Source: an optimization exercise on an open RTL-to-GDS flow (aim: small area, a short achievable clock period and few clock cycles). Production flows keep margins and buffers that such runs may drop. At most, simulation tests tie the RTL to the original design; equivalence was not proved. No functional check of the RTL was part of runs 1 to 3. Power and IR drop assume default switching activity.

<file path="design/flow/constraint.sdc">
create_clock -name core_clock -period 11.0 [get_ports {CLK}]
set_input_delay 2.2000 -clock core_clock [delete_from_list [all_inputs] [get_ports {CLK}]]
set_output_delay 2.2000 -clock core_clock [all_outputs]
set_load 0.01 [all_outputs]
</file>
<file path="design/flow/run.sh">
#!/bin/bash
# synth_recipe.tcl (not shown) runs the flow's synth.tcl, then flattens the netlist and writes it again
# the make line also repeats each setting of config.mk as NAME=value (left out here)
make -C /OpenROAD-flow-scripts/flow DESIGN_CONFIG=/design/flow/config.mk WORK_HOME=/design/flow/orfs CLKGATE_MAP_FILE= SYNTH_SCRIPT=/design/flow/synth_recipe.tcl finish
</file>
<file path="design/flow/design.v">
module LASER_pcA(input [39:0] a, output [6:0] m);
  wire t1 = a[0] ^ a[1] ^ a[2];
  wire t2 = (a[0] & a[1]) | (a[0] & a[2]) | (a[1] & a[2]);
  wire t3 = a[3] ^ a[4] ^ a[5];
  wire t4 = (a[3] & a[4]) | (a[3] & a[5]) | (a[4] & a[5]);
  wire t5 = a[6] ^ a[7] ^ a[8];
  wire t6 = (a[6] & a[7]) | (a[6] & a[8]) | (a[7] & a[8]);
  wire t7 = a[9] ^ a[10] ^ a[11];
  wire t8 = (a[9] & a[10]) | (a[9] & a[11]) | (a[10] & a[11]);
  wire t9 = a[12] ^ a[13] ^ a[14];
  wire t10 = (a[12] & a[13]) | (a[12] & a[14]) | (a[13] & a[14]);
  wire t11 = a[15] ^ a[16] ^ a[17];
  wire t12 = (a[15] & a[16]) | (a[15] & a[17]) | (a[16] & a[17]);
  wire t13 = a[18] ^ a[19] ^ a[20];
  wire t14 = (a[18] & a[19]) | (a[18] & a[20]) | (a[19] & a[20]);
  wire t15 = a[21] ^ a[22] ^ a[23];
  wire t16 = (a[21] & a[22]) | (a[21] & a[23]) | (a[22] & a[23]);
  wire t17 = a[24] ^ a[25] ^ a[26];
  wire t18 = (a[24] & a[25]) | (a[24] & a[26]) | (a[25] & a[26]);
  wire t19 = a[27] ^ a[28] ^ a[29];
  wire t20 = (a[27] & a[28]) | (a[27] & a[29]) | (a[28] & a[29]);
  wire t21 = a[30] ^ a[31] ^ a[32];
  wire t22 = (a[30] & a[31]) | (a[30] & a[32]) | (a[31] & a[32]);
  wire t23 = a[33] ^ a[34] ^ a[35];
  wire t24 = (a[33] & a[34]) | (a[33] & a[35]) | (a[34] & a[35]);
  wire t25 = a[36] ^ a[37] ^ a[38];
  wire t26 = (a[36] & a[37]) | (a[36] & a[38]) | (a[37] & a[38]);
  wire t27 = t1 ^ t3 ^ t5;
  wire t28 = (t1 & t3) | (t1 & t5) | (t3 & t5);
  wire t29 = t7 ^ t9 ^ t11;
  wire t30 = (t7 & t9) | (t7 & t11) | (t9 & t11);
  wire t31 = t13 ^ t15 ^ t17;
  wire t32 = (t13 & t15) | (t13 & t17) | (t15 & t17);
  wire t33 = t19 ^ t21 ^ t23;
  wire t34 = (t19 & t21) | (t19 & t23) | (t21 & t23);
  wire t35 = t2 ^ t4 ^ t6;
  wire t36 = (t2 & t4) | (t2 & t6) | (t4 & t6);
  wire t37 = t8 ^ t10 ^ t12;
  wire t38 = (t8 & t10) | (t8 & t12) | (t10 & t12);
  wire t39 = t14 ^ t16 ^ t18;
  wire t40 = (t14 & t16) | (t14 & t18) | (t16 & t18);
  wire t41 = t20 ^ t22 ^ t24;
  wire t42 = (t20 & t22) | (t20 & t24) | (t22 & t24);
  wire t43 = t27 ^ t29 ^ t31;
  wire t44 = (t27 & t29) | (t27 & t31) | (t29 & t31);
  wire t45 = t33 ^ t25 ^ a[39];
  wire t46 = (t33 & t25) | (t33 & a[39]) | (t25 & a[39]);
  wire t47 = t28 ^ t30 ^ t32;
  wire t48 = (t28 & t30) | (t28 & t32) | (t30 & t32);
  wire t49 = t34 ^ t35 ^ t37;
  wire t50 = (t34 & t35) | (t34 & t37) | (t35 & t37);
  wire t51 = t39 ^ t41 ^ t26;
  wire t52 = (t39 & t41) | (t39 & t26) | (t41 & t26);
  wire t53 = t36 ^ t38 ^ t40;
  wire t54 = (t36 & t38) | (t36 & t40) | (t38 & t40);
  wire t55 = t44 ^ t46 ^ t47;
  wire t56 = (t44 & t46) | (t44 & t47) | (t46 & t47);
  wire t57 = t48 ^ t50 ^ t52;
  wire t58 = (t48 & t50) | (t48 & t52) | (t50 & t52);
  wire t59 = t55 ^ t49 ^ t51;
  wire t60 = (t55 & t49) | (t55 & t51) | (t49 & t51);
  wire t61 = t56 ^ t57 ^ t53;
  wire t62 = (t56 & t57) | (t56 & t53) | (t57 & t53);
  wire t63 = t60 ^ t61 ^ t42;
  wire t64 = (t60 & t61) | (t60 & t42) | (t61 & t42);
  wire t65 = t62 ^ t58 ^ t54;
  wire t66 = (t62 & t58) | (t62 & t54) | (t58 & t54);
  assign m[0] = t43;   
  assign m[1] = t45;   
  assign m[2] = t59;   
  assign m[3] = t63;   
  assign m[4] = t64;   
  assign m[5] = t65;   
  assign m[6] = t66;   
endmodule
module LASER_pcB(input [6:0] m, output [5:0] s);
  wire t43 = m[0];
  wire t45 = m[1];
  wire t59 = m[2];
  wire t63 = m[3];
  wire t64 = m[4];
  wire t65 = m[5];
  wire t66 = m[6];
  wire f0 = t43 ^ t45 ^ 1'b0;
  wire g0 = (t43 & t45) | (t43 & 1'b0) | (t45 & 1'b0);
  assign s[0] = f0;
  wire f1 = t59 ^ 1'b0 ^ g0;
  wire g1 = (t59 & 1'b0) | (t59 & g0) | (1'b0 & g0);
  assign s[1] = f1;
  wire f2 = t63 ^ 1'b0 ^ g1;
  wire g2 = (t63 & 1'b0) | (t63 & g1) | (1'b0 & g1);
  assign s[2] = f2;
  wire f3 = t64 ^ t65 ^ g2;
  wire g3 = (t64 & t65) | (t64 & g2) | (t65 & g2);
  assign s[3] = f3;
  wire f4 = t66 ^ 1'b0 ^ g3;
  wire g4 = (t66 & 1'b0) | (t66 & g3) | (1'b0 & g3);
  assign s[4] = f4;
  wire f5 = 1'b0 ^ 1'b0 ^ g4;
  wire g5 = (1'b0 & 1'b0) | (1'b0 & g4) | (1'b0 & g4);
  assign s[5] = f5;
endmodule
module LASER (
input CLK,
input RST,
input [3:0] X,
input [3:0] Y,
output [3:0] C1X,
output [3:0] C1Y,
output [3:0] C2X,
output [3:0] C2Y,
output reg DONE);
localparam [255:0] LE_T = {16'hffff, 16'h7fff, 16'h3fff, 16'h1fff, 16'h0fff, 16'h07ff, 16'h03ff, 16'h01ff, 16'h00ff, 16'h007f, 16'h003f, 16'h001f, 16'h000f, 16'h0007, 16'h0003, 16'h0001};
localparam [255:0] GE_T = {16'h8000, 16'hc000, 16'he000, 16'hf000, 16'hf800, 16'hfc00, 16'hfe00, 16'hff00, 16'hff80, 16'hffc0, 16'hffe0, 16'hfff0, 16'hfff8, 16'hfffc, 16'hfffe, 16'hffff};
reg [7:0] ring [0:39];           
reg [39:0] act;
reg run;                         
reg [5:0] icnt;                  
reg [3:0] x;                     
reg [1:0] mode;                  
reg first;                       
reg sfirst;                      
reg cur;                         
reg [3:0] pass;
reg [7:0] cA, cB;                
reg [6:0] part [0:15];     
reg [3:0] xs;                    
reg s2v, s2first, s2last;
reg [5:0] bcnt;                  
reg [7:0] bc;
localparam M_COL = 2'd0, M_DRAIN = 2'd1, M_ACT = 2'd2;
assign C1X = cA[3:0];
assign C1Y = cA[7:4];
assign C2X = cB[3:0];
assign C2Y = cB[7:4];
function [4:0] f_sub(input [3:0] a, input [3:0] b);
    integer i;
    reg br;
    begin
        br = 1'b0;
        for (i = 0; i < 4; i = i + 1) begin
            f_sub[i] = a[i] ^ b[i] ^ br;
            br = (~a[i] & b[i]) | (~(a[i] ^ b[i]) & br);
        end
        f_sub[4] = br;
    end
endfunction
function [4:0] f_add(input [3:0] a, input [2:0] b);
    integer i;
    reg c;
    reg [3:0] bb;
    begin
        c = 1'b0;
        bb = {1'b0, b};
        for (i = 0; i < 4; i = i + 1) begin
            f_add[i] = a[i] ^ bb[i] ^ c;
            c = (a[i] & bb[i]) | ((a[i] ^ bb[i]) & c);
        end
        f_add[4] = c;
    end
endfunction
function f_ge7(input [6:0] a, input [6:0] b);
    integer i;
    begin
        f_ge7 = 1'b1;
        for (i = 0; i < 7; i = i + 1) f_ge7 = (a[i] & ~b[i]) | (~(a[i] ^ b[i]) & f_ge7);
    end
endfunction
function f_ge10(input [9:0] a, input [9:0] b);
    integer i;
    begin
        f_ge10 = 1'b1;
        for (i = 0; i < 10; i = i + 1) f_ge10 = (a[i] & ~b[i]) | (~(a[i] ^ b[i]) & f_ge10);
    end
endfunction
function f_le4(input [3:0] a, input [3:0] b);
    integer i;
    begin
        f_le4 = 1'b1;
        for (i = 0; i < 4; i = i + 1) f_le4 = (~a[i] & b[i]) | (~(a[i] ^ b[i]) & f_le4);
    end
endfunction
integer k;
always @(posedge CLK) begin
    for (k = 0; k < 39; k = k + 1) ring[k] <= ring[k+1];
    ring[39] <= run ? ring[0] : {Y, X};
end
wire [7:0] oth = cur ? cA : cB;    
wire [3:0] xc = mode == M_ACT ? oth[3:0] : x;
wire [39:0] cv [0:15];
wire [39:0] ocv;
genvar gk, gu;
generate
for (gk = 0; gk < 40; gk = gk + 1) begin : pt
    wire [3:0] px = ring[gk][3:0];
    wire [3:0] py = ring[gk][7:4];
    wire [4:0] d = f_sub(px, xc);
    reg [2:0] g;
    reg ok;
    always @(*) begin
        ok = 1'b1;
        case (d)
        5'd0: g = 3'd4;
        5'd1, 5'd2, 5'h1f, 5'h1e: g = 3'd3;
        5'd3, 5'h1d: g = 3'd2;
        5'd4, 5'h1c: g = 3'd0;
        default: begin g = 3'd0; ok = 1'b0; end
        endcase
    end
    wire [4:0] lo = f_sub(py, {1'b0, g});    
    wire [4:0] hi = f_add(py, g);              
    wire okc = ok & (first | act[gk]);
    for (gu = 0; gu < 16; gu = gu + 1) begin : un
        localparam [15:0] LEY = LE_T[16*gu +: 16];
        localparam [15:0] GEY = GE_T[16*gu +: 16];
        assign cv[gu][gk] = okc & (lo[4] | LEY[lo[3:0]]) & (hi[4] | GEY[hi[3:0]]);
    end
    assign ocv[gk] = ok & (lo[4] | f_le4(lo[3:0], oth[7:4])) & (hi[4] | f_le4(oth[7:4], hi[3:0]));
end
endgenerate
wire [6:0] pa [0:15];
wire [5:0] cnt [0:15];
generate
for (gu = 0; gu < 16; gu = gu + 1) begin : pcs
    LASER_pcA ua (.a(cv[gu]), .m(pa[gu]));
    LASER_pcB ub (.m(part[gu]), .s(cnt[gu]));
end
endgenerate
wire [6:0] k0 = {1'b1, cnt[0]};
wire [6:0] k1 = {xs != 0, cnt[1]};
wire [6:0] k2 = {xs != 0, cnt[2]};
wire [6:0] k3 = {xs != 0, cnt[3]};
wire [6:0] k4 = {xs != 0, cnt[4]};
wire [6:0] k5 = {xs != 0, cnt[5]};
wire [6:0] k6 = {xs != 0, cnt[6]};
wire [6:0] k7 = {xs != 0, cnt[7]};
wire [6:0] k8 = {xs != 0, cnt[8]};
wire [6:0] k9 = {xs != 0, cnt[9]};
wire [6:0] k10 = {xs != 0, cnt[10]};
wire [6:0] k11 = {xs != 0, cnt[11]};
wire [6:0] k12 = {xs != 0, cnt[12]};
wire [6:0] k13 = {xs != 0, cnt[13]};
wire [6:0] k14 = {xs != 0, cnt[14]};
wire [6:0] k15 = {xs != 0, cnt[15]};
wire ge1 = f_ge7(k1, k0);
wire [6:0] mk1 = ge1 ? k1 : k0;
wire [3:0] mi1 = ge1 ? 4'd1 : 4'd0;
wire ge2 = f_ge7(k3, k2);
wire [6:0] mk2 = ge2 ? k3 : k2;
wire [3:0] mi2 = ge2 ? 4'd3 : 4'd2;
wire ge3 = f_ge7(k5, k4);
wire [6:0] mk3 = ge3 ? k5 : k4;
wire [3:0] mi3 = ge3 ? 4'd5 : 4'd4;
wire ge4 = f_ge7(k7, k6);
wire [6:0] mk4 = ge4 ? k7 : k6;
wire [3:0] mi4 = ge4 ? 4'd7 : 4'd6;
wire ge5 = f_ge7(k9, k8);
wire [6:0] mk5 = ge5 ? k9 : k8;
wire [3:0] mi5 = ge5 ? 4'd9 : 4'd8;
wire ge6 = f_ge7(k11, k10);
wire [6:0] mk6 = ge6 ? k11 : k10;
wire [3:0] mi6 = ge6 ? 4'd11 : 4'd10;
wire ge7 = f_ge7(k13, k12);
wire [6:0] mk7 = ge7 ? k13 : k12;
wire [3:0] mi7 = ge7 ? 4'd13 : 4'd12;
wire ge8 = f_ge7(k15, k14);
wire [6:0] mk8 = ge8 ? k15 : k14;
wire [3:0] mi8 = ge8 ? 4'd15 : 4'd14;
wire ge9 = f_ge7(mk2, mk1);
wire [6:0] mk9 = ge9 ? mk2 : mk1;
wire [3:0] mi9 = ge9 ? mi2 : mi1;
wire ge10 = f_ge7(mk4, mk3);
wire [6:0] mk10 = ge10 ? mk4 : mk3;
wire [3:0] mi10 = ge10 ? mi4 : mi3;
wire ge11 = f_ge7(mk6, mk5);
wire [6:0] mk11 = ge11 ? mk6 : mk5;
wire [3:0] mi11 = ge11 ? mi6 : mi5;
wire ge12 = f_ge7(mk8, mk7);
wire [6:0] mk12 = ge12 ? mk8 : mk7;
wire [3:0] mi12 = ge12 ? mi8 : mi7;
wire ge13 = f_ge7(mk10, mk9);
wire [6:0] mk13 = ge13 ? mk10 : mk9;
wire [3:0] mi13 = ge13 ? mi10 : mi9;
wire ge14 = f_ge7(mk12, mk11);
wire [6:0] mk14 = ge14 ? mk12 : mk11;
wire [3:0] mi14 = ge14 ? mi12 : mi11;
wire ge15 = f_ge7(mk14, mk13);
wire [6:0] mk15 = ge15 ? mk14 : mk13;
wire [3:0] mi15 = ge15 ? mi14 : mi13;
wire [5:0] ccnt = mk15[5:0];
wire [3:0] cy = mi15;
wire take = s2first || f_ge10({ccnt, cy}, {bcnt, bc[7:4]});
wire [7:0] win = take ? {cy, xs} : bc;
wire [7:0] mine = cur ? cB : cA;
integer u;
always @(posedge CLK) begin
    for (u = 0; u < 16; u = u + 1) part[u] <= pa[u];
    xs <= x;
    s2v <= run && mode == M_COL && !DONE;
    s2first <= sfirst;
    s2last <= x == 15;
    if (s2v) begin
        bcnt <= take ? ccnt : bcnt;
        bc <= win;
    end
    if (run && mode == M_ACT) begin
        for (k = 0; k < 39; k = k + 1) act[k] <= ~ocv[k+1];
        act[39] <= ~ocv[0];
    end else begin
        for (k = 0; k < 39; k = k + 1) act[k] <= act[k+1];
        act[39] <= act[0];
    end
    DONE <= 1'b0;
    if (RST) begin
        run <= 1'b0;
        icnt <= 0;
        s2v <= 1'b0;
    end else if (!run) begin
        icnt <= icnt + 1;
        if (icnt == 39) begin
            run <= 1'b1;
            x <= 0;
            mode <= M_COL;
            first <= 1'b1;
            sfirst <= 1'b1;
            cur <= 1'b0;
            pass <= 0;
            cA <= 0;
            cB <= 0;
        end
    end else if (DONE) begin
        run <= 1'b0;
        icnt <= 0;
        s2v <= 1'b0;
    end else begin
        sfirst <= 1'b0;
        case (mode)
        M_COL: begin
            if (x == 15) mode <= M_DRAIN;
            else x <= x + 1;
        end
        M_DRAIN: begin
            mode <= M_ACT;
            first <= 1'b0;
        end
        default: begin
            mode <= M_COL;
            x <= 1;
            sfirst <= 1'b1;
        end
        endcase
        if (s2v && s2last) begin
            if (cur) cB <= win; else cA <= win;
            cur <= ~cur;
            pass <= pass + 1;
            DONE <= win == mine || pass == 15;
        end
    end
end
endmodule
</file>
<file path="design/flow/config.mk">
export PLATFORM = sky130hd
export DESIGN_NAME = LASER
export DESIGN_NICKNAME = LASER
export VERILOG_FILES = /design/flow/design.v
export SDC_FILE = /design/flow/constraint.sdc
export NUM_CORES = 4
export LEC_CHECK = 0
export CAP_MARGIN = 20
export CORE_MARGIN = 2
export CORE_UTILIZATION = 40
export SLEW_MARGIN = 20
</file>
==> run_results.csv, run 1 <==
group,metric,value,unit
synthesis,synth_cell_types,90,
timing,fin_crit_sh,93.9,%
floorplan,die_h,394,µm
synthesis,syn_avg_cell_area,8.90,µm²
flow_run,maxCapViolations,0,
synthesis,ys_seq_area_share,18.1,%
floorplan,row_count,143,
critical_path,worstPathMaxFanout,8,
synthesis,synth-main-ff-cell,"dfxtp_1",
finish,n_fill_cell,15000,
synthesis,synth.most_common_cell,"inv_1",
routing,wire_per_inst,25.0,µm
grt,grt-ovfl-total,0,
critical_path,crit_slowest_cell,"fa_1",
timing,slew_headroom,24.0,%
synthesis,yosysWarnings,5,
finish,seqCellArea,0.0110,mm²
clock_network,numCtsBuffers,71,
finish,final_cells,8884,
floorplan,core,0.152,mm²
finish,multi_input_area,0.0443,mm²
clock_network,cts_hold_buf,0,
critical_path,critPathMaxStageDelay,0.44,ns
clock_network,cts_num_sinks,530,
pwr,p_switching,10.1,mW
floorplan,start_util,40.2,%
synthesis,synth-edff-count,43,
routing,antenna_left,0,
clock_network,cts_buffer_depth,3,
synthesis,synthTopCellsByCount,"inv_1, fa_1, ha_1",
placement,numPortBuffers,26,
critical_path,reg2regPathDepth,52,
hold_path,whs_path_depth,0,
floorplan,ioPinCount,27,
synthesis,synthesis.area,0.0610,mm²
grt,grt_usage,28.6,%
synthesis,synth_area_leaders,"fa_1, dfxtp_1, ha_1",
floorplan,die_w,394,µm
timing,fmax,96.9,MHz
timing,finalSetupTns,0,ns
grt,grt_start_max_net_pins,50,
pwr,p_leak,30.2,nW
placement,dp_hpwl,182,mm
timing,period_needed,10.32,ns
critical_path,r2r-end,"DONE$_SDFF_PP0_",
critical_path,end_kind,"flip-flop",
finish,final_core_util,43.5,%
critical_path,reg2reg_slack,0.68,ns
critical_path,worstPathArrival,10.94,ns
placement,post-place-cells,8749,
timing,worstMarginPinSlew,1.13,ns
synthesis,syn_nets,8405,
critical_path,critPathRequiredTime,11.62,ns
pwr,power,19.6,mW
placement,pre_cts_slack,0.135,ns
status,status,"complete, no violations",
clock_network,cts_tree,"yes",
critical_path,cpMostUsedCell,"ha_1",
pwr,clock_power_share,12.4,%
pwr,power_per_cell_area,297,mW/mm²
synthesis,ys_ff_latch,530,
pwr,p_int,9.49,mW
grt,first_global_vias,49200,
placement,place.gp.congestion,1.06,
critical_path,crit_type,"flip-flop to flip-flop",
pwr,power_frac_seq,13.3,%
timing,clock_skew,0.0533,ns
timing,fin_ws,0.676,ns
pwr,switching_share,51.7,%
clock_network,h-tree-depth,3,
clock_network,clk_pin_slew,0.06,ns
routing,remaining_drc_errors,0,
synthesis,ys_async_sr_fraction,0,%
routing,drt_iter0_markers,5296,
critical_path,start_kind,"flip-flop",
synthesis,synth_cells,6850,
clock_network,root_buffer,"clkbuf_16",
routing,vias,49700,
critical_path,r2r_start,"part[0][0]$_DFF_P_",
timing,drv_slew,0,
timing,finalSetupViolCount,0,
routing,via_per_inst,5.60,
timing,hold_violations,0,
routing,firstDrtPassIters,8,
hold_path,hold_end,"ring[0][1]$_DFF_P_",
pwr,pwr-share-comb,74.3,%
finish,fin_nets,8349,
hold_path,hold_class,"flip-flop to flip-flop",
floorplan,dieArea,0.156,mm²
grt,antenna_found_initial,9,
synthesis,yosysTopAreaCellShare,27.1,%
hold_path,holdCritStartpoint,"ring[1][1]$_DFF_P_",
grt,grt_pass1_wl,328,mm
pwr,vdd.ir_drop.worst,0.00143,V
finish,syn_to_final_growth,8.31,%
clock_network,clock_latency,0.72,ns
finish,drive_gt1_share,4.18,%
synthesis,yosys.area.top_type,"fa_1",
routing,wl,222,mm
[sequential cells by signal (all words and copies together), names as in the netlist]
register and flops:
DONE 1, act 40, bc 8, bcnt 6, cA 8, cB 8
cur 1, first 1, icnt 6, mode 2, part 112, pass 4
ring 320, run 1, s2first 1, s2last 1, s2v 1, sfirst 1
x 4, xs 4
[through the flow]
| stage | hold slack (ns) | area (µm²) |
|---|---|---|
| 2_1_floorplan | 0.323 | 61000 |
| 3_3_place_gp | 0.340 | 63500 |
| 3_5_place_dp | 0.336 | 63500 |
| 4_1_cts | 0.341 | 66000 |
| 5_1_grt | 0.342 | 66000 |
| 6_report | 0.347 | 66000 |
[power by group through the flow]
stage | Combinational [mW] | Clock, mW | Sequential, mW
after floorplan | 10.6 | 0 | 2.58
after global placement | 13.9 | 0 | 2.64
after detailed placement | 14.1 | 0 | 2.64
after CTS | 14.2 | 2.50 | 2.60
after global routing | 16.2 | 2.57 | 2.62
final | 14.6 | 2.44 | 2.60
[logic make-up after synthesis]
kind of cell             count (synthesis)  synth area share [%]
adder cells (fa/ha/maj)               1545                  41.8
buffers and inverters                 1524                  9.40
XOR/XNOR                                14                 0.224
flip-flops                             530                  18.1
AND/OR/NAND/NOR                       1730                  13.9
multiplexers                            56                 0.979
AO/OA/AOI/OAI                         1451                  15.6
[metal layers]
metal / track usage (%) / vias up / routed length [µm]
met5: 0 / - / 10
met1: 37.7 / 24300 / 91800
li1: - / 22700 / -
met2: 43.8 / 2261 / 96800
met3: 4.30 / 505 / 17000
met4: 18.2 / 2 / 16900
[worst max-delay path by stage]
| stage | slack (ns) | depth (start not counted) | start | end |
|---|---|---|---|---|
| final | 0.68 | 52 | part[0][0]$_DFF_P_ | DONE$_SDFF_PP0_ |
| after global routing | -0.06 | 53 | part[1][0]$_DFF_P_ | DONE$_SDFF_PP0_ |
| after CTS | 0.1 | 54 | part[0][0]$_DFF_P_ | DONE$_SDFF_PP0_ |
| after detailed placement | 0.14 | 54 | part[0][0]$_DFF_P_ | DONE$_SDFF_PP0_ |
| after global placement | 0.27 | 54 | part[0][0]$_DFF_P_ | DONE$_SDFF_PP0_ |
| after floorplan | 0.25 | 30 | cur$_SDFFCE_PN0P_ | part[10][3]$_DFF_P_ |
[critical path, delay by kind of cell, from the launching register on]
family	cells	cell delay, ns
mux	1	0.29
simple gates	14	2.18
buf+inv	5	0.47
fa+ha+maj	9	2.45
flops	1	0.31
compound gates	23	4.53
[cell usage in the layout, fill, tap and decap left out, types with 34 or more instances in the layout]
master / n
nand2_1: 412
o21ai_0: 308
nor2_1: 421
a2111oi_0: 49
a21oi_1: 363
inv_1: 1307
a31oi_1: 71
o21ai_1: 34
o31ai_1: 46
a211oi_1: 135
ha_1: 721
a21o_1: 51
nand3_1: 55
nor3_1: 239
nand2b_1: 146
edfxtp_1: 43
clkbuf_16: 72
or3_1: 46
dfxtp_1: 487
or2_2: 40
a221oi_1: 55
buf_4: 53
o221ai_1: 47
fa_1: 824
o21a_1: 44
nor2b_1: 205
and2_1: 40
[final cells by class]
class | instances | share of cell area (%)
antenna | 4 | 0.0152
clock buffer | 85 | 2.94
clock inverter | 44 | 0.775
inverter | 1312 | 7.47
multi-input combinational | 4796 | 67.1
sequential | 530 | 16.7
tap | 2030 | 3.85
timing repair buffer | 83 | 1.12
[what timing repair did]
action	4_1_cts	5_1_grt
gates resized for setup	0	13
buffers inserted	0	2
endpoints found under the setup margin	0	31
==> run 2: changes to the inputs <==
--- a/design/flow/design.v
+++ b/design/flow/design.v
@@ -1,4 +1,4 @@
-module LASER_pcA(input [39:0] a, output [6:0] m);
+module LASER_pcA(input [39:0] a, output [10:0] m);
   wire t1 = a[0] ^ a[1] ^ a[2];
   wire t2 = (a[0] & a[1]) | (a[0] & a[2]) | (a[1] & a[2]);
   wire t3 = a[3] ^ a[4] ^ a[5];
@@ -57,6 +57,30 @@
   wire t56 = (t44 & t46) | (t44 & t47) | (t46 & t47);
   wire t57 = t48 ^ t50 ^ t52;
   wire t58 = (t48 & t50) | (t48 & t52) | (t50 & t52);
+  assign m[0] = t43;   
+  assign m[1] = t45;   
+  assign m[2] = t55;   
+  assign m[3] = t49;   
+  assign m[4] = t51;   
+  assign m[5] = t56;   
+  assign m[6] = t57;   
+  assign m[7] = t53;   
+  assign m[8] = t42;   
+  assign m[9] = t58;   
+  assign m[10] = t54;   
+endmodule
+module LASER_pcB(input [10:0] m, output [5:0] s);
+  wire t43 = m[0];
+  wire t45 = m[1];
+  wire t55 = m[2];
+  wire t49 = m[3];
+  wire t51 = m[4];
+  wire t56 = m[5];
+  wire t57 = m[6];
+  wire t53 = m[7];
+  wire t42 = m[8];
+  wire t58 = m[9];
+  wire t54 = m[10];
   wire t59 = t55 ^ t49 ^ t51;
   wire t60 = (t55 & t49) | (t55 & t51) | (t49 & t51);
   wire t61 = t56 ^ t57 ^ t53;
@@ -65,22 +89,6 @@
   wire t64 = (t60 & t61) | (t60 & t42) | (t61 & t42);
   wire t65 = t62 ^ t58 ^ t54;
   wire t66 = (t62 & t58) | (t62 & t54) | (t58 & t54);
-  assign m[0] = t43;   
-  assign m[1] = t45;   
-  assign m[2] = t59;   
-  assign m[3] = t63;   
-  assign m[4] = t64;   
-  assign m[5] = t65;   
-  assign m[6] = t66;   
-endmodule
-module LASER_pcB(input [6:0] m, output [5:0] s);
-  wire t43 = m[0];
-  wire t45 = m[1];
-  wire t59 = m[2];
-  wire t63 = m[3];
-  wire t64 = m[4];
-  wire t65 = m[5];
-  wire t66 = m[6];
   wire f0 = t43 ^ t45 ^ 1'b0;
   wire g0 = (t43 & t45) | (t43 & 1'b0) | (t45 & 1'b0);
   assign s[0] = f0;
@@ -123,12 +131,14 @@
 reg cur;                         
 reg [3:0] pass;
 reg [7:0] cA, cB;                
-reg [6:0] part [0:15];     
+reg [10:0] part [0:15];     
 reg [3:0] xs;                    
 reg s2v, s2first, s2last;
+reg [3:0] xs3;                   
+reg s3v, s3first, s3last;
 reg [5:0] bcnt;                  
 reg [7:0] bc;
-localparam M_COL = 2'd0, M_DRAIN = 2'd1, M_ACT = 2'd2;
+localparam M_COL = 2'd0, M_DRAIN = 2'd1, M_ACT = 2'd2, M_DRAIN2 = 2'd3;
 assign C1X = cA[3:0];
 assign C1Y = cA[7:4];
 assign C2X = cB[3:0];
@@ -218,7 +228,7 @@
     assign ocv[gk] = ok & (lo[4] | f_le4(lo[3:0], oth[7:4])) & (hi[4] | f_le4(oth[7:4], hi[3:0]));
 end
 endgenerate
-wire [6:0] pa [0:15];
+wire [10:0] pa [0:15];
 wire [5:0] cnt [0:15];
 generate
 for (gu = 0; gu < 16; gu = gu + 1) begin : pcs
@@ -248,49 +258,61 @@
 wire ge2 = f_ge7(k3, k2);
 wire [6:0] mk2 = ge2 ? k3 : k2;
 wire [3:0] mi2 = ge2 ? 4'd3 : 4'd2;
-wire ge3 = f_ge7(k5, k4);
-wire [6:0] mk3 = ge3 ? k5 : k4;
-wire [3:0] mi3 = ge3 ? 4'd5 : 4'd4;
-wire ge4 = f_ge7(k7, k6);
-wire [6:0] mk4 = ge4 ? k7 : k6;
-wire [3:0] mi4 = ge4 ? 4'd7 : 4'd6;
-wire ge5 = f_ge7(k9, k8);
-wire [6:0] mk5 = ge5 ? k9 : k8;
-wire [3:0] mi5 = ge5 ? 4'd9 : 4'd8;
-wire ge6 = f_ge7(k11, k10);
-wire [6:0] mk6 = ge6 ? k11 : k10;
-wire [3:0] mi6 = ge6 ? 4'd11 : 4'd10;
-wire ge7 = f_ge7(k13, k12);
-wire [6:0] mk7 = ge7 ? k13 : k12;
-wire [3:0] mi7 = ge7 ? 4'd13 : 4'd12;
-wire ge8 = f_ge7(k15, k14);
-wire [6:0] mk8 = ge8 ? k15 : k14;
-wire [3:0] mi8 = ge8 ? 4'd15 : 4'd14;
-wire ge9 = f_ge7(mk2, mk1);
-wire [6:0] mk9 = ge9 ? mk2 : mk1;
-wire [3:0] mi9 = ge9 ? mi2 : mi1;
-wire ge10 = f_ge7(mk4, mk3);
-wire [6:0] mk10 = ge10 ? mk4 : mk3;
-wire [3:0] mi10 = ge10 ? mi4 : mi3;
-wire ge11 = f_ge7(mk6, mk5);
-wire [6:0] mk11 = ge11 ? mk6 : mk5;
-wire [3:0] mi11 = ge11 ? mi6 : mi5;
-wire ge12 = f_ge7(mk8, mk7);
-wire [6:0] mk12 = ge12 ? mk8 : mk7;
-wire [3:0] mi12 = ge12 ? mi8 : mi7;
-wire ge13 = f_ge7(mk10, mk9);
-wire [6:0] mk13 = ge13 ? mk10 : mk9;
-wire [3:0] mi13 = ge13 ? mi10 : mi9;
-wire ge14 = f_ge7(mk12, mk11);
-wire [6:0] mk14 = ge14 ? mk12 : mk11;
-wire [3:0] mi14 = ge14 ? mi12 : mi11;
+wire ge3 = f_ge7(mk2, mk1);
+wire [6:0] mk3 = ge3 ? mk2 : mk1;
+wire [3:0] mi3 = ge3 ? mi2 : mi1;
+wire ge4 = f_ge7(k5, k4);
+wire [6:0] mk4 = ge4 ? k5 : k4;
+wire [3:0] mi4 = ge4 ? 4'd5 : 4'd4;
+wire ge5 = f_ge7(k7, k6);
+wire [6:0] mk5 = ge5 ? k7 : k6;
+wire [3:0] mi5 = ge5 ? 4'd7 : 4'd6;
+wire ge6 = f_ge7(mk5, mk4);
+wire [6:0] mk6 = ge6 ? mk5 : mk4;
+wire [3:0] mi6 = ge6 ? mi5 : mi4;
+wire ge7 = f_ge7(k9, k8);
+wire [6:0] mk7 = ge7 ? k9 : k8;
+wire [3:0] mi7 = ge7 ? 4'd9 : 4'd8;
+wire ge8 = f_ge7(k11, k10);
+wire [6:0] mk8 = ge8 ? k11 : k10;
+wire [3:0] mi8 = ge8 ? 4'd11 : 4'd10;
+wire ge9 = f_ge7(mk8, mk7);
+wire [6:0] mk9 = ge9 ? mk8 : mk7;
+wire [3:0] mi9 = ge9 ? mi8 : mi7;
+wire ge10 = f_ge7(k13, k12);
+wire [6:0] mk10 = ge10 ? k13 : k12;
+wire [3:0] mi10 = ge10 ? 4'd13 : 4'd12;
+wire ge11 = f_ge7(k15, k14);
+wire [6:0] mk11 = ge11 ? k15 : k14;
+wire [3:0] mi11 = ge11 ? 4'd15 : 4'd14;
+wire ge12 = f_ge7(mk11, mk10);
+wire [6:0] mk12 = ge12 ? mk11 : mk10;
+wire [3:0] mi12 = ge12 ? mi11 : mi10;
+reg [6:0] gk3 [0:3];
+reg [3:0] gi3 [0:3];
+always @(posedge CLK) begin
+    gk3[0] <= mk3;
+    gi3[0] <= mi3;
+    gk3[1] <= mk6;
+    gi3[1] <= mi6;
+    gk3[2] <= mk9;
+    gi3[2] <= mi9;
+    gk3[3] <= mk12;
+    gi3[3] <= mi12;
+end
+wire ge13 = f_ge7(gk3[1], gk3[0]);
+wire [6:0] mk13 = ge13 ? gk3[1] : gk3[0];
+wire [3:0] mi13 = ge13 ? gi3[1] : gi3[0];
+wire ge14 = f_ge7(gk3[3], gk3[2]);
+wire [6:0] mk14 = ge14 ? gk3[3] : gk3[2];
+wire [3:0] mi14 = ge14 ? gi3[3] : gi3[2];
 wire ge15 = f_ge7(mk14, mk13);
 wire [6:0] mk15 = ge15 ? mk14 : mk13;
 wire [3:0] mi15 = ge15 ? mi14 : mi13;
 wire [5:0] ccnt = mk15[5:0];
 wire [3:0] cy = mi15;
-wire take = s2first || f_ge10({ccnt, cy}, {bcnt, bc[7:4]});
-wire [7:0] win = take ? {cy, xs} : bc;
+wire take = s3first || f_ge10({ccnt, cy}, {bcnt, bc[7:4]});
+wire [7:0] win = take ? {cy, xs3} : bc;
 wire [7:0] mine = cur ? cB : cA;
 integer u;
 always @(posedge CLK) begin
@@ -299,7 +321,11 @@
     s2v <= run && mode == M_COL && !DONE;
     s2first <= sfirst;
     s2last <= x == 15;
-    if (s2v) begin
+    xs3 <= xs;
+    s3v <= s2v && !DONE;
+    s3first <= s2first;
+    s3last <= s2last;
+    if (s3v) begin
         bcnt <= take ? ccnt : bcnt;
         bc <= win;
     end
@@ -315,6 +341,7 @@
         run <= 1'b0;
         icnt <= 0;
         s2v <= 1'b0;
+        s3v <= 1'b0;
     end else if (!run) begin
         icnt <= icnt + 1;
         if (icnt == 39) begin
@@ -332,6 +359,7 @@
         run <= 1'b0;
         icnt <= 0;
         s2v <= 1'b0;
+        s3v <= 1'b0;
     end else begin
         sfirst <= 1'b0;
         case (mode)
@@ -340,16 +368,19 @@
             else x <= x + 1;
         end
         M_DRAIN: begin
-            mode <= M_ACT;
+            mode <= M_DRAIN2;
             first <= 1'b0;
         end
+        M_DRAIN2: begin
+            mode <= M_ACT;
+        end
         default: begin
             mode <= M_COL;
             x <= 1;
             sfirst <= 1'b1;
         end
         endcase
-        if (s2v && s2last) begin
+        if (s3v && s3last) begin
             if (cur) cB <= win; else cA <= win;
             cur <= ~cur;
             pass <= pass + 1;
--- a/design/flow/config.mk
+++ b/design/flow/config.mk
@@ -5,7 +5,8 @@
 export SDC_FILE = /design/flow/constraint.sdc
 export NUM_CORES = 4
 export LEC_CHECK = 0
+export ABC_CLOCK_PERIOD_IN_PS = 4500
 export CAP_MARGIN = 20
 export CORE_MARGIN = 2
-export CORE_UTILIZATION = 40
+export CORE_UTILIZATION = 50
 export SLEW_MARGIN = 20
==> run 2 against run 1 <==
Effect of this change:
- critical path type unchanged
- setup slack better by 1.8 ns
- core utilization is 11 points higher
- global-route usage is 4.0 points higher
- die area is 18% lower
- hold slack worse by 0.019 ns
- synthesized cell count is 0.60% lower
- maximum frequency is 20% higher
- final area is 1.7% higher
==> run_results.csv, run 2 <==
group,metric,value,unit
status,status,"complete, no violations",
grt,grt_usage,32.5,%
floorplan,dieArea,0.128,mm²
routing,firstDrtPassIters,6,
grt,antenna_found_initial,7,
critical_path,critPathMaxStageDelay,0.92,ns
critical_path,worstPathArrival,9.14,ns
synthesis,ys_seq_area_share,21.0,%
synthesis,synth-edff-count,43,
pwr,power_per_cell_area,158,mW/mm²
routing,wire_per_inst,24.4,µm
floorplan,start_util,50.4,%
clock_network,clock_latency,0.70,ns
finish,reg.largest.list,"ring (320), part (176), act (40)",
clock_network,cts_setup_buffers,0,
finish,final_core_util,54.2,%
timing,finalSetupTns,0,ns
pwr,p_leak,31.5,nW
pwr,vdd.ir_drop.worst,0.000245,V
routing,remaining_drc_errors,0,
floorplan,core,0.124,mm²
finish,final_cell_mix,"inv_1, fa_1, ha_1",
critical_path,end_kind,"flip-flop",
critical_path,crit_type,"flip-flop to flip-flop",
floorplan,ioPinCount,27,
critical_path,worstPathMaxFanout,18,
routing,vias,48500,
clock_network,cts_tree,"yes",
grt,grt_pass1_wl,308,mm
finish,largest_reg_flops,320,
timing,drv_slew,0,
timing,worstMarginPinSlew,1.17,ns
synthesis,yosysTopAreaCellShare,26.4,%
critical_path,crit_chain,"mux2i_1 > o21ai_4 > buf_4 > ha_1 > fa_1 > inv_1 > fa_1 > fa_1 > nor3b_1 > a32o_1 > ha_1 > inv_1 > fa_1 > inv_1 > fa_1 > inv_1 > ha_1 > a21oi_1 > a2111oi_0 > fa_1 > fa_1 > fa_1 > fa_1",
placement,dp_hpwl,171,mm
grt,first_global_vias,47700,
critical_path,cpMostUsedCell,"fa_1",
clock_network,clk_pin_slew,0.06,ns
synthesis,synth_cell_types,75,
synthesis,synth_cells,6809,
flow_run,maxCapViolations,0,
critical_path,crit_slowest_cell,"edfxtp_1",
routing,via_per_inst,5.75,
finish,syn_to_final_growth,7.47,%
synthesis,synthTopCellsByCount,"inv_1, fa_1, ha_1",
synthesis,yosysWarnings,9,
synthesis,synthesis.area,0.0625,mm²
timing,hold_violations,0,
synthesis,ys_async_sr_fraction,0,%
finish,n_fill_cell,11300,
clock_network,numCtsBuffers,78,
floorplan,die_w,358,µm
finish,drive_gt1_share,3.55,%
clock_network,cts_resized,0,
timing,clock_skew,0.0300,ns
finish,final_common_cell,"inv_1",
critical_path,start_kind,"flip-flop",
clock_network,cts_num_sinks,635,
synthesis,synth-main-ff-cell,"dfxtp_1",
finish,regMostFlops,"ring",
placement,place.gp.congestion,1.01,
synthesis,syn_nets,8368,
timing,finalSetupViolCount,0,
timing,fmax,117,MHz
timing,slew_headroom,20.1,%
placement,numPortBuffers,26,
clock_network,root_buffer,"clkbuf_16",
routing,wl,206,mm
floorplan,row_count,129,
synthesis,yosys.area.top_type,"fa_1",
timing,fin_crit_sh,77.9,%
synthesis,ys_ff_latch,635,
grt,grt_start_max_net_pins,42,
routing,drt_iter0_markers,4776,
hold_path,hold_class,"flip-flop to flip-flop",
finish,fin_nets,8302,
clock_network,h-tree-depth,3,
synthesis,synth_area_leaders,"fa_1, dfxtp_1, ha_1",
critical_path,critPathRequiredTime,11.57,ns
clock_network,cts_buffer_depth,3,
timing,rsz0062_at_grt,"no",
synthesis,syn_avg_cell_area,9.18,µm²
timing,period_needed,8.57,ns
synthesis,synth.most_common_cell,"inv_1",
routing,antenna_left,0,
floorplan,die_h,358,µm
clock_network,cts_hold_buf,0,
grt,grt-ovfl-total,0,
-- run 2: final timing paths --
kind	start	depth (start not counted)	endpoint	slack [ns]
setup / recovery	cur$_SDFFCE_PN0P_	23	part[10][2]$_DFF_P_	2.43
hold reg to reg	s2last$_DFF_P_	0	s3last$_DFF_P_	0.33
hold / removal	s2last$_DFF_P_	0	s3last$_DFF_P_	0.33
setup reg to reg	cur$_SDFFCE_PN0P_	23	part[10][2]$_DFF_P_	2.43
-- run 2: per-layer routing --
layer | track usage [%] | vias up | wire length (µm)
li1 | - | 22500 | -
met1 | 45.3 | 23900 | 90700
met2 | 51.2 | 1780 | 92500
met5 | 0 | - | 37
met4 | 13.4 | 6 | 9660
met3 | 4.46 | 379 | 12900
-- run 2: area by class of cell --
cell class,instances,area (µm²),share of cell area [%]
Multi-Input combinational cell,4710,44000,65.4
Sequential cell,635,13100,19.6
Inverter,1262,4750,7.06
Clock buffer,102,2160,3.22
Tap cell,1637,2050,3.05
Clock inverter,43,629,0.937
Timing Repair Buffer,56,508,0.756
Antenna cell,4,10.0,0.0149
-- run 2: cell families after synthesis --
group | Yosys count | synth area share [%]
AOI/OAI and AO/OA | 1394 | 14.9
xor gates and xnor gates | 13 | 0.182
adders and majority gates | 1549 | 40.9
buffers and inverters | 1464 | 8.79
DFF | 635 | 21.0
muxes | 81 | 1.35
other | 1 | 0.00600
and+or+nand+nor | 1672 | 12.8
-- run 2: metrics by stage --
step / hold WS [ns] / worst slack (ns) / instances / instance area, µm² / power (mW)
after CTS: 0.328 / 2.49 / 8445 / 67200 / 10.6
after global routing: 0.348 / 2.01 / 8445 / 67200 / 11.3
after detailed placement: 0.313 / 2.55 / 8300 / 64400 / 7.77
after global placement: 0.311 / 2.22 / 8299 / 64400 / 7.73
final: 0.329 / 2.43 / 8449 / 67200 / 10.6
after floorplan: 0.310 / 0.446 / 6809 / 62500 / 6.30
-- run 2: power by group --
group	internal [mW]	total (mW)	switching, mW
registers	2.59	2.77	0.180
logic	1.97	5.05	3.08
clock network	1.67	2.80	1.13
-- run 2: critical path: cells and delay by family, from the launching register on --
family                   cells  cell delay [ns]
adder cells (fa/ha/maj)     12             4.46
buffers and inverters        5             0.56
AO/OA/AOI/OAI                4             1.85
multiplexers                 1             0.23
AND/OR/NAND/NOR              1             0.38
flip-flops                   1             0.92
==> run 3: changes to the inputs <==
--- a/design/flow/config.mk
+++ b/design/flow/config.mk
@@ -9,4 +9,5 @@
 export CAP_MARGIN = 20
 export CORE_MARGIN = 2
 export CORE_UTILIZATION = 50
+export SETUP_SLACK_MARGIN = 5
 export SLEW_MARGIN = 20
==> run 3 against run 2 <==
Effect of this change:
- synthesized cell count did not move
- first-iteration DRC count fell by 2.8%
- register-to-register slack improved by 1.5 ns
- sequential share of layout area fell by 3.0 points
- highest routed layer unchanged
==> run_results.csv, run 3 <==
group,metric,value,unit
timing,rsz0062_at_grt,"yes",
critical_path,critPathMaxStageDelay,0.58,ns
flow_run,maxCapViolations,0,
finish,reg.largest.list,"ring (320), part (176), act (40)",
pwr,p_leak,34.1,nW
timing,period_needed,7.09,ns
floorplan,ioPinCount,27,
grt,first_global_vias,49700,
timing,slew_headroom,7.48,%
clock_network,cts_num_sinks,635,
timing,fin_crit_sh,64.5,%
floorplan,core,0.124,mm²
timing,fmax,141,MHz
critical_path,r2r-end,"part[9][2]$_DFF_P_",
floorplan,row_count,129,
routing,antenna_left,0,
critical_path,reg2regPathDepth,26,
timing,finalSetupTns,0,ns
clock_network,numCtsBuffers,79,
placement,place.gp.congestion,1.03,
clock_network,cts_buffer_depth,3,
synthesis,synthTopCellsByCount,"inv_1, fa_1, ha_1",
finish,largest_reg_flops,320,
grt,grt_usage,34.1,%
floorplan,start_util,50.4,%
grt,antenna_found_initial,5,
clock_network,clk_pin_slew,0.06,ns
synthesis,ys_ff_latch,635,
synthesis,synth-edff-count,43,
routing,vias,51700,
finish,drive_gt1_share,32.3,%
timing,finalSetupViolCount,0,
critical_path,worstPathMaxFanout,6,
critical_path,crit_type,"flip-flop to flip-flop",
critical_path,crit_slowest_cell,"fa_2",
routing,via_per_inst,5.82,
hold_path,hold_end,"s3last$_DFF_P_",
synthesis,synth_area_leaders,"fa_1, dfxtp_1, ha_1",
synthesis,yosys.area.top_type,"fa_1",
floorplan,dieArea,0.128,mm²
timing,clock_skew,0.0392,ns
routing,wire_per_inst,25.7,µm
hold_path,whs_path_depth,0,
synthesis,synth_cell_types,75,
synthesis,ys_seq_area_share,21.0,%
grt,grt_pass1_wl,321,mm
synthesis,yosysWarnings,9,
timing,worstMarginPinSlew,1.38,ns
clock_network,clock_latency,0.72,ns
hold_path,hold_class,"flip-flop to flip-flop",
critical_path,end_kind,"flip-flop",
finish,regMostFlops,"ring",
clock_network,cts_hold_buf,0,
synthesis,syn_nets,8368,
pwr,power_per_cell_area,152,mW/mm²
clock_network,cts_tree,"yes",
synthesis,synth-main-ff-cell,"dfxtp_1",
finish,final_cell_mix,"inv_1, dfxtp_1, ha_1",
routing,remaining_drc_errors,0,
synthesis,yosysTopAreaCellShare,26.4,%
finish,seqCellArea,0.0132,mm²
floorplan,die_w,358,µm
critical_path,critPathBufInv,9,
routing,wl,228,mm
synthesis,ys_async_sr_fraction,0,%
finish,multi_input_area,0.0519,mm²
timing,hold_violations,0,
finish,fin_nets,8742,
finish,syn_to_final_growth,26.9,%
floorplan,die_h,358,µm
placement,dp_hpwl,174,mm
clock_network,root_buffer,"clkbuf_16",
clock_network,h-tree-depth,3,
finish,final_common_cell,"inv_1",
critical_path,reg2reg_slack,3.91,ns
timing,whs,0.326,ns
placement,numPortBuffers,26,
timing,drv_slew,0,
synthesis,syn_avg_cell_area,9.18,µm²
critical_path,cpMostUsedCell,"fa_2",
finish,n_fill_cell,10000,
critical_path,critPathRequiredTime,11.65,ns
pwr,vdd.ir_drop.worst,0.000172,V
hold_path,holdCritStartpoint,"s2last$_DFF_P_",
routing,drt_iter0_markers,4644,
grt,grt_start_max_net_pins,48,
critical_path,worstPathArrival,7.74,ns
synthesis,synth_cells,6809,
critical_path,path_delay_family,"adder cells",
critical_path,r2r_start,"cur$_SDFFCE_PN0P_",
critical_path,start_kind,"flip-flop",
synthesis,synth.most_common_cell,"inv_1",
grt,grt-ovfl-total,0,
status,status,"complete, no violations",
synthesis,synthesis.area,0.0625,mm²
routing,firstDrtPassIters,6,
==> run 3: cell types whose count changed in the layout (fill, tap and decap cells not counted), moves of 59 or more <==
cell      delta
buf_4      +327
fa_2       +501
a211oi_1    -59
inv_2      +230
nor2_1     -109
ha_1       -163
nor3_1      -91
ha_4       +117
fa_1       -501
buf_6       +67
inv_1      -244
nor2_2      +59
==> run 3: worst max path at each step <==
stage,depth (start not counted),start,end
6_report,26,cur$_SDFFCE_PN0P_,part[9][2]$_DFF_P_
5_1_grt,26,cur$_SDFFCE_PN0P_,part[1][2]$_DFF_P_
4_1_cts,23,cur$_SDFFCE_PN0P_,part[13][2]$_DFF_P_
3_5_place_dp,26,cur$_SDFFCE_PN0P_,part[10][2]$_DFF_P_
3_3_place_gp,27,cur$_SDFFCE_PN0P_,part[2][2]$_DFF_P_
2_1_floorplan,23,cur$_SDFFCE_PN0P_,part[14][2]$_DFF_P_
==> run 3: routing by layer <==
layer / share of wire (%) / global-route usage, %
met2: 46 / 55.4
met3: 7.2 / 5.16
met5: 0.011 / 0
met1: 41 / 45.7
met4: 6.0 / 14.1
==> run 3: report_power, final <==
part / switching (mW) / total, mW / internal [mW]
sequential: 0.196 / 2.79 / 2.60
clock: 1.17 / 2.90 / 1.72
combinational: 3.63 / 6.40 / 2.77
total: 5.00 / 12.1 / 7.09
==> run 3: stage by stage <==
| stage | setup slack [ns] | area [µm²] | std cells | total power [mW] | util (%) |
|---|---|---|---|---|---|
| after floorplan | 3.33 | 63100 | 6809 | 6.34 | - |
| after global placement | 2.04 | 64900 | 8301 | 7.69 | 52.4 |
| after detailed placement | 2.10 | 64900 | 8302 | 7.75 | 52.4 |
| after CTS | 3.93 | 71600 | 8542 | 11.3 | 57.8 |
| after global routing | 3.76 | 79400 | 8887 | 12.8 | 64.0 |
| final | 3.91 | 79400 | 8888 | 12.1 | 64.0 |
==> run 3: cell families (layout without fill, tap and decap cells) <==
| kind of cell | count (synthesis) | in the layout | share of synthesized area, % |
|---|---|---|---|
| mux | 81 | 81 | 1.35 |
| simple gates | 1672 | 1672 | 12.8 |
| xor+xnor | 13 | 13 | 0.182 |
| flops | 635 | 635 | 21.0 |
| other cells | 1 | 3 | 0.00600 |
| compound gates | 1394 | 1395 | 14.9 |
| buf+inv | 1464 | 1903 | 8.79 |
| fa+ha+maj | 1549 | 1549 | 40.9 |
==> run 3: timing repair <==
item / CTS / global route
buffers inserted: 91 / 332
gates resized for setup: 776 / 1400
pin swaps: 102 / 338
cloned: 2 / 8
setup endpoints to repair: 242 / 197
==> run 3: cell type report <==
class                   count  area share [%]
diodes                      2         0.00631
repair buffers            494            5.74
clock inverters            46           0.845
inverters                1262            6.03
flip-flops and latches    635            16.6
well taps                1637            2.58
clock buffers             101            2.79
multi-input cells        4711            65.4
==> run 4: changes to the inputs <==
--- a/design/flow/design.v
+++ b/design/flow/design.v
@@ -1,4 +1,4 @@
-module LASER_pcA(input [39:0] a, output [10:0] m);
+module LASER_pcA(input [39:0] a, output [6:0] m);
   wire t1 = a[0] ^ a[1] ^ a[2];
   wire t2 = (a[0] & a[1]) | (a[0] & a[2]) | (a[1] & a[2]);
   wire t3 = a[3] ^ a[4] ^ a[5];
@@ -57,30 +57,6 @@
   wire t56 = (t44 & t46) | (t44 & t47) | (t46 & t47);
   wire t57 = t48 ^ t50 ^ t52;
   wire t58 = (t48 & t50) | (t48 & t52) | (t50 & t52);
-  assign m[0] = t43;   
-  assign m[1] = t45;   
-  assign m[2] = t55;   
-  assign m[3] = t49;   
-  assign m[4] = t51;   
-  assign m[5] = t56;   
-  assign m[6] = t57;   
-  assign m[7] = t53;   
-  assign m[8] = t42;   
-  assign m[9] = t58;   
-  assign m[10] = t54;   
-endmodule
-module LASER_pcB(input [10:0] m, output [5:0] s);
-  wire t43 = m[0];
-  wire t45 = m[1];
-  wire t55 = m[2];
-  wire t49 = m[3];
-  wire t51 = m[4];
-  wire t56 = m[5];
-  wire t57 = m[6];
-  wire t53 = m[7];
-  wire t42 = m[8];
-  wire t58 = m[9];
-  wire t54 = m[10];
   wire t59 = t55 ^ t49 ^ t51;
   wire t60 = (t55 & t49) | (t55 & t51) | (t49 & t51);
   wire t61 = t56 ^ t57 ^ t53;
@@ -89,20 +65,29 @@
   wire t64 = (t60 & t61) | (t60 & t42) | (t61 & t42);
   wire t65 = t62 ^ t58 ^ t54;
   wire t66 = (t62 & t58) | (t62 & t54) | (t58 & t54);
-  wire f0 = t43 ^ t45 ^ 1'b0;
-  wire g0 = (t43 & t45) | (t43 & 1'b0) | (t45 & 1'b0);
+  assign m[0] = t43;   
+  assign m[1] = t45;   
+  assign m[2] = t59;   
+  assign m[3] = t63;   
+  assign m[4] = t64;   
+  assign m[5] = t65;   
+  assign m[6] = t66;   
+endmodule
+module LASER_pcB(input [6:0] m, output [5:0] s);
+  wire f0 = m[0] ^ m[1] ^ 1'b0;
+  wire g0 = (m[0] & m[1]) | (m[0] & 1'b0) | (m[1] & 1'b0);
   assign s[0] = f0;
-  wire f1 = t59 ^ 1'b0 ^ g0;
-  wire g1 = (t59 & 1'b0) | (t59 & g0) | (1'b0 & g0);
+  wire f1 = m[2] ^ 1'b0 ^ g0;
+  wire g1 = (m[2] & 1'b0) | (m[2] & g0) | (1'b0 & g0);
   assign s[1] = f1;
-  wire f2 = t63 ^ 1'b0 ^ g1;
-  wire g2 = (t63 & 1'b0) | (t63 & g1) | (1'b0 & g1);
+  wire f2 = m[3] ^ 1'b0 ^ g1;
+  wire g2 = (m[3] & 1'b0) | (m[3] & g1) | (1'b0 & g1);
   assign s[2] = f2;
-  wire f3 = t64 ^ t65 ^ g2;
-  wire g3 = (t64 & t65) | (t64 & g2) | (t65 & g2);
+  wire f3 = m[4] ^ m[5] ^ g2;
+  wire g3 = (m[4] & m[5]) | (m[4] & g2) | (m[5] & g2);
   assign s[3] = f3;
-  wire f4 = t66 ^ 1'b0 ^ g3;
-  wire g4 = (t66 & 1'b0) | (t66 & g3) | (1'b0 & g3);
+  wire f4 = m[6] ^ 1'b0 ^ g3;
+  wire g4 = (m[6] & 1'b0) | (m[6] & g3) | (1'b0 & g3);
   assign s[4] = f4;
   wire f5 = 1'b0 ^ 1'b0 ^ g4;
   wire g5 = (1'b0 & 1'b0) | (1'b0 & g4) | (1'b0 & g4);
@@ -120,25 +105,27 @@
 output reg DONE);
 localparam [255:0] LE_T = {16'hffff, 16'h7fff, 16'h3fff, 16'h1fff, 16'h0fff, 16'h07ff, 16'h03ff, 16'h01ff, 16'h00ff, 16'h007f, 16'h003f, 16'h001f, 16'h000f, 16'h0007, 16'h0003, 16'h0001};
 localparam [255:0] GE_T = {16'h8000, 16'hc000, 16'he000, 16'hf000, 16'hf800, 16'hfc00, 16'hfe00, 16'hff00, 16'hff80, 16'hffc0, 16'hffe0, 16'hfff0, 16'hfff8, 16'hfffc, 16'hfffe, 16'hffff};
+localparam M_PRE = 3'd0, M_COL = 3'd1, M_D1 = 3'd2, M_D2 = 3'd3, M_ACT0 = 3'd4, M_ACT = 3'd5;
 reg [7:0] ring [0:39];           
+reg [7:0] lohi [0:39];           
 reg [39:0] act;
 reg run;                         
 reg [5:0] icnt;                  
+reg [2:0] mode;
+reg [3:0] xn;                    
 reg [3:0] x;                     
-reg [1:0] mode;                  
 reg first;                       
 reg sfirst;                      
 reg cur;                         
 reg [3:0] pass;
 reg [7:0] cA, cB;                
-reg [10:0] part [0:15];     
+reg [6:0] part [0:15];       
 reg [3:0] xs;                    
 reg s2v, s2first, s2last;
 reg [3:0] xs3;                   
 reg s3v, s3first, s3last;
 reg [5:0] bcnt;                  
 reg [7:0] bc;
-localparam M_COL = 2'd0, M_DRAIN = 2'd1, M_ACT = 2'd2, M_DRAIN2 = 2'd3;
 assign C1X = cA[3:0];
 assign C1Y = cA[7:4];
 assign C2X = cB[3:0];
@@ -196,15 +183,13 @@
     ring[39] <= run ? ring[0] : {Y, X};
 end
 wire [7:0] oth = cur ? cA : cB;    
-wire [3:0] xc = mode == M_ACT ? oth[3:0] : x;
 wire [39:0] cv [0:15];
 wire [39:0] ocv;
 genvar gk, gu;
 generate
 for (gk = 0; gk < 40; gk = gk + 1) begin : pt
-    wire [3:0] px = ring[gk][3:0];
-    wire [3:0] py = ring[gk][7:4];
-    wire [4:0] d = f_sub(px, xc);
+    wire [7:0] nx = ring[(gk + 1) % 40];
+    wire [4:0] d = f_sub(nx[3:0], xn);
     reg [2:0] g;
     reg ok;
     always @(*) begin
@@ -217,18 +202,23 @@
         default: begin g = 3'd0; ok = 1'b0; end
         endcase
     end
-    wire [4:0] lo = f_sub(py, {1'b0, g});    
-    wire [4:0] hi = f_add(py, g);              
-    wire okc = ok & (first | act[gk]);
+    wire [4:0] lo = f_sub(nx[7:4], {1'b0, g});    
+    wire [4:0] hi = f_add(nx[7:4], g);              
+    wire [3:0] loc = !ok ? 4'd15 : lo[4] ? 4'd0 : lo[3:0];
+    wire [3:0] hic = !ok ? 4'd0 : hi[4] ? 4'd15 : hi[3:0];
+    always @(posedge CLK) lohi[gk] <= {hic, loc};
+    wire [3:0] l = lohi[gk][3:0];
+    wire [3:0] h = lohi[gk][7:4];
+    wire en = first | act[gk];
     for (gu = 0; gu < 16; gu = gu + 1) begin : un
         localparam [15:0] LEY = LE_T[16*gu +: 16];
         localparam [15:0] GEY = GE_T[16*gu +: 16];
-        assign cv[gu][gk] = okc & (lo[4] | LEY[lo[3:0]]) & (hi[4] | GEY[hi[3:0]]);
+        assign cv[gu][gk] = en & LEY[l] & GEY[h];
     end
-    assign ocv[gk] = ok & (lo[4] | f_le4(lo[3:0], oth[7:4])) & (hi[4] | f_le4(oth[7:4], hi[3:0]));
+    assign ocv[gk] = f_le4(l, oth[7:4]) & f_le4(oth[7:4], h);
 end
 endgenerate
-wire [10:0] pa [0:15];
+wire [6:0] pa [0:15];
 wire [5:0] cnt [0:15];
 generate
 for (gu = 0; gu < 16; gu = gu + 1) begin : pcs
@@ -346,10 +336,9 @@
         icnt <= icnt + 1;
         if (icnt == 39) begin
             run <= 1'b1;
-            x <= 0;
-            mode <= M_COL;
+            mode <= M_PRE;
+            xn <= 0;
             first <= 1'b1;
-            sfirst <= 1'b1;
             cur <= 1'b0;
             pass <= 0;
             cA <= 0;
@@ -363,21 +352,28 @@
     end else begin
         sfirst <= 1'b0;
         case (mode)
+        M_PRE, M_ACT: begin
+            mode <= M_COL;
+            x <= xn;
+            xn <= xn + 1;
+            sfirst <= 1'b1;
+        end
         M_COL: begin
-            if (x == 15) mode <= M_DRAIN;
-            else x <= x + 1;
+            x <= xn;
+            xn <= xn + 1;
+            if (x == 15) mode <= M_D1;
         end
-        M_DRAIN: begin
-            mode <= M_DRAIN2;
+        M_D1: begin
+            mode <= M_D2;
             first <= 1'b0;
         end
-        M_DRAIN2: begin
-            mode <= M_ACT;
+        M_D2: begin
+            mode <= M_ACT0;
+            xn <= win[3:0];
         end
-        default: begin
-            mode <= M_COL;
-            x <= 1;
-            sfirst <= 1'b1;
+        default: begin   
+            mode <= M_ACT;
+            xn <= 1;
         end
         endcase
         if (s3v && s3last) begin
==> design/flow/config.mk (replaced) <==
export PLATFORM = sky130hd
export DESIGN_NAME = LASER
export DESIGN_NICKNAME = LASER
export VERILOG_FILES = /design/flow/design.v
export SDC_FILE = /design/flow/constraint.sdc
export NUM_CORES = 4
export LEC_CHECK = 0
export ABC_CLOCK_PERIOD_IN_PS = 4000
export CAP_MARGIN = 20
export CORE_MARGIN = 2
export CORE_UTILIZATION = 50
export SLEW_MARGIN = 20
==> run 4 against run 3 <==
Effect of this change:
- synthesized cell count up 3.4%
- final area down 10%
- non-clock buffer count down 446
- count of clock-buffer cells in the layout up 37
- sequential cell count up 261
- global-route usage down 4.3 points
- power down 22%
- wire length down 13%
- critical path depth down 2
==> run_results.csv, run 4 <==
group,metric,value,unit
status,status,"complete, no violations",
clock_network,h-tree-depth,3,
synthesis,yosysWarnings,11,
timing,fin_crit_sh,62.5,%
timing,fmax,145,MHz
critical_path,end_kind,"flip-flop",
pwr,power_per_cell_area,132,mW/mm²
synthesis,ys_ff_latch,896,
finish,final_cell_mix,"inv_1, dfxtp_1, fa_1",
finish,final_area,0.0713,mm²
critical_path,critPathRequiredTime,11.64,ns
synthesis,yosysTopAreaCellShare,25.8,%
clock_network,cts_tree,"yes",
hold_path,hold_class,"flip-flop to flip-flop",
synthesis,syn_nets,8470,
grt,grt_pass1_wl,303,mm
placement,post-place-cells,8603,
grt,grt_usage,29.8,%
routing,antenna_left,0,
pwr,p_leak,32.5,nW
timing,hold_violations,0,
routing,vias,49000,
timing,finalSetupTns,0,ns
critical_path,cpMostUsedCell,"ha_1",
placement,post_dp_cell_area,0.0676,mm²
floorplan,die_h,367,µm
pwr,p_int,6.49,mW
finish,n_fill_cell,11900,
placement,dp_hpwl,163,mm
synthesis,synth_cells,7043,
finish,final_common_cell,"inv_1",
routing,wl,198,mm
floorplan,core,0.131,mm²
synthesis,synthesis.area,0.0658,mm²
clock_network,cts_setup_buffers,0,
floorplan,die_w,367,µm
critical_path,worstPathArrival,7.51,ns
pwr,p_switching,2.90,mW
synthesis,synth_area_leaders,"dfxtp_1, fa_1, ha_1",
pwr,power,9.40,mW
placement,place.gp.congestion,1.06,
timing,rsz0062_at_grt,"no",
pwr,clock_power_share,39.6,%
clock_network,clk_pin_slew,0.06,ns
critical_path,crit_type,"flip-flop to flip-flop",
critical_path,crit_slowest_cell,"o31ai_4",
synthesis,ys_async_sr_fraction,0,%
synthesis,synthTopCellsByCount,"inv_1, dfxtp_1, fa_1",
floorplan,dieArea,0.135,mm²
placement,numPortBuffers,26,
floorplan,ioPinCount,27,
timing,slew_headroom,25.0,%
routing,remaining_drc_errors,0,
clock_network,cts_buffer_depth,3,
finish,final_cells,8797,
clock_network,cts_num_sinks,896,
timing,period_needed,6.88,ns
routing,wire_per_inst,22.5,µm
clock_network,numCtsBuffers,103,
synthesis,yosys.area.top_type,"dfxtp_1",
critical_path,worstPathMaxFanout,18,
grt,grt_start_max_net_pins,46,
timing,drv_slew,0,
grt,antenna_found_initial,6,
synthesis,ys_seq_area_share,28.0,%
routing,via_per_inst,5.57,
routing,firstDrtPassIters,6,
critical_path,crit_chain,"inv_1 > ha_1 > a21oi_1 > o21ai_1 > a31oi_1 > o21a_1 > mux2_2 > ha_1 > or2_2 > o221a_4 > o31ai_4 > nor3_1 > a21oi_1 > ha_1 > a21o_1 > a2111oi_0 > o21a_1 > and3_1 > a41oi_1 > nand2_1 > nor3_1 > a2111oi_2 > nand4_1 > a211oi_2",
synthesis,syn_avg_cell_area,9.34,µm²
finish,drive_gt1_share,3.99,%
floorplan,row_count,133,
clock_network,root_buffer,"clkbuf_16",
floorplan,start_util,50.2,%
finish,reg.largest.list,"lohi (320), ring (320), part (112)",
clock_network,cts_resized,0,
clock_network,cts_hold_buf,0,
pwr,vdd.ir_drop.worst,0.000138,V
synthesis,synth-main-ff-cell,"dfxtp_1",
timing,fin_ws,4.12,ns
timing,worstMarginPinSlew,1.10,ns
timing,clock_skew,0.0502,ns
timing,finalSetupViolCount,0,
clock_network,clock_latency,0.74,ns
grt,first_global_vias,48400,
pwr,pwr-share-comb,18.6,%
grt,grt-ovfl-total,0,
critical_path,start_kind,"flip-flop",
synthesis,synth.most_common_cell,"inv_1",
finish,syn_to_final_growth,8.32,%
pwr,power_frac_seq,41.8,%
finish,fin_nets,8380,
placement,pre_cts_slack,4.13,ns
flow_run,maxCapViolations,0,
pwr,switching_share,30.9,%
critical_path,critPathMaxStageDelay,0.74,ns
synthesis,synth-edff-count,48,
routing,drt_iter0_markers,4709,
synthesis,synth_cell_types,71,
## run 4: path summary, 6_finish.rpt
kind | startpoint | to | slack [ns] | depth (start not counted)
max | gk3[2][2]$_DFF_P_ | DONE$_SDFF_PP0_ | 4.12 | 24
min | s2first$_DFF_P_ | s3first$_DFF_P_ | 0.32 | 0
min reg2reg | s2first$_DFF_P_ | s3first$_DFF_P_ | 0.32 | 0
max reg2reg | gk3[2][2]$_DFF_P_ | DONE$_SDFF_PP0_ | 4.12 | 24
## run 4: cell type report
type	count	area (µm²)	share of cell area [%]
Antenna cell	3	7.51	0.0105
Clock buffer	138	2970	4.17
Clock inverter	53	727	1.02
Inverter	1199	4510	6.33
Multi-Input combinational cell	4705	42000	59.0
Sequential cell	896	18400	25.8
Tap cell	1755	2200	3.08
Timing Repair Buffer	48	425	0.597
## run 4: metal layers
layer / global-route usage, % / up-vias / routed length, µm
li1: - / 23000 / -
met1: 41.7 / 23800 / 87100
met2: 46.4 / 1843 / 88400
met3: 4.16 / 344 / 13400
met4: 12.6 / 2 / 9330
met5: 0 / - / 13
## run 4: per-stage QoR
stage	util, %	hold slack, ns
global placement	51.5	0.312
floorplan	-	0.310
global route	54.4	0.342
finish	54.4	0.325
CTS	54.4	0.326
detailed placement	51.5	0.313
## run 4: power groups by stage
| stage | registers (mW) | logic [mW] | clock network [mW] |
|---|---|---|---|
| global placement | 3.98 | 1.69 | 0 |
| finish | 3.93 | 1.75 | 3.72 |
| global route | 3.96 | 2.02 | 3.93 |
| CTS | 3.91 | 1.75 | 3.79 |
| detailed placement | 3.98 | 1.73 | 0 |
| floorplan | 3.72 | 1.50 | 0 |
## run 4: logic make-up after synthesis
| family | share of synthesized area, % |
|---|---|
| AO/OA/AOI/OAI | 14.7 |
| XOR/XNOR | 0.0932 |
| adder cells (fa/ha/maj) | 36.3 |
| buffers and inverters | 8.24 |
| flip-flops | 28.0 |
| multiplexers | 1.09 |
| other | 0.00570 |
| AND/OR/NAND/NOR | 11.5 |
## run 4: critical path, delay by kind of cell, from the launching register on
family / cells / cell delay [ns]
DFF: 1 / 0.32
adders and majority gates: 3 / 0.81
AOI/OAI and AO/OA: 13 / 3.99
buffers and inverters: 1 / 0.04
muxes: 1 / 0.43
and+or+nand+nor: 6 / 1.21
Testbench counts of run 4, summed over its fixed seeds: cycles 4,970.

## re-timing with driven ports
How much do the figures lean on ideal ports? The routed layouts below were timed once more, with nothing changed but the port constraints.
Step 1 (the two cells are an assumption about what drives the block):
set clk [get_ports {CLK}]
set_driving_cell -lib_cell sky130_fd_sc_hd__clkbuf_16 $clk
set_driving_cell -lib_cell sky130_fd_sc_hd__buf_2 [delete_from_list [all_inputs] $clk]
Step 2, shift: input delay + t, output delay - t, t = (earliest + latest rising clock arrival at the registers) / 2. This alone moves slack from input paths to output paths.
Slacks: no drivers / after step 1 / after step 2; pairs: no drivers / after step 1.
run	t, ns	setup WS [ns]	slew at the worst register clock pin (ns)	pins driven straight from the clock port
run 1	0.780	0.676 / 0.676 / 0.676	0.08 / 0.08	1
run 2	0.760	2.427 / 2.427 / 2.427	0.07 / 0.07	1
run 3	0.774	3.909 / 3.909 / 3.909	0.07 / 0.07	1
run 4	0.799	4.122 / 4.122 / 4.122	0.07 / 0.07	1
After both steps every run listed still meets setup and hold.
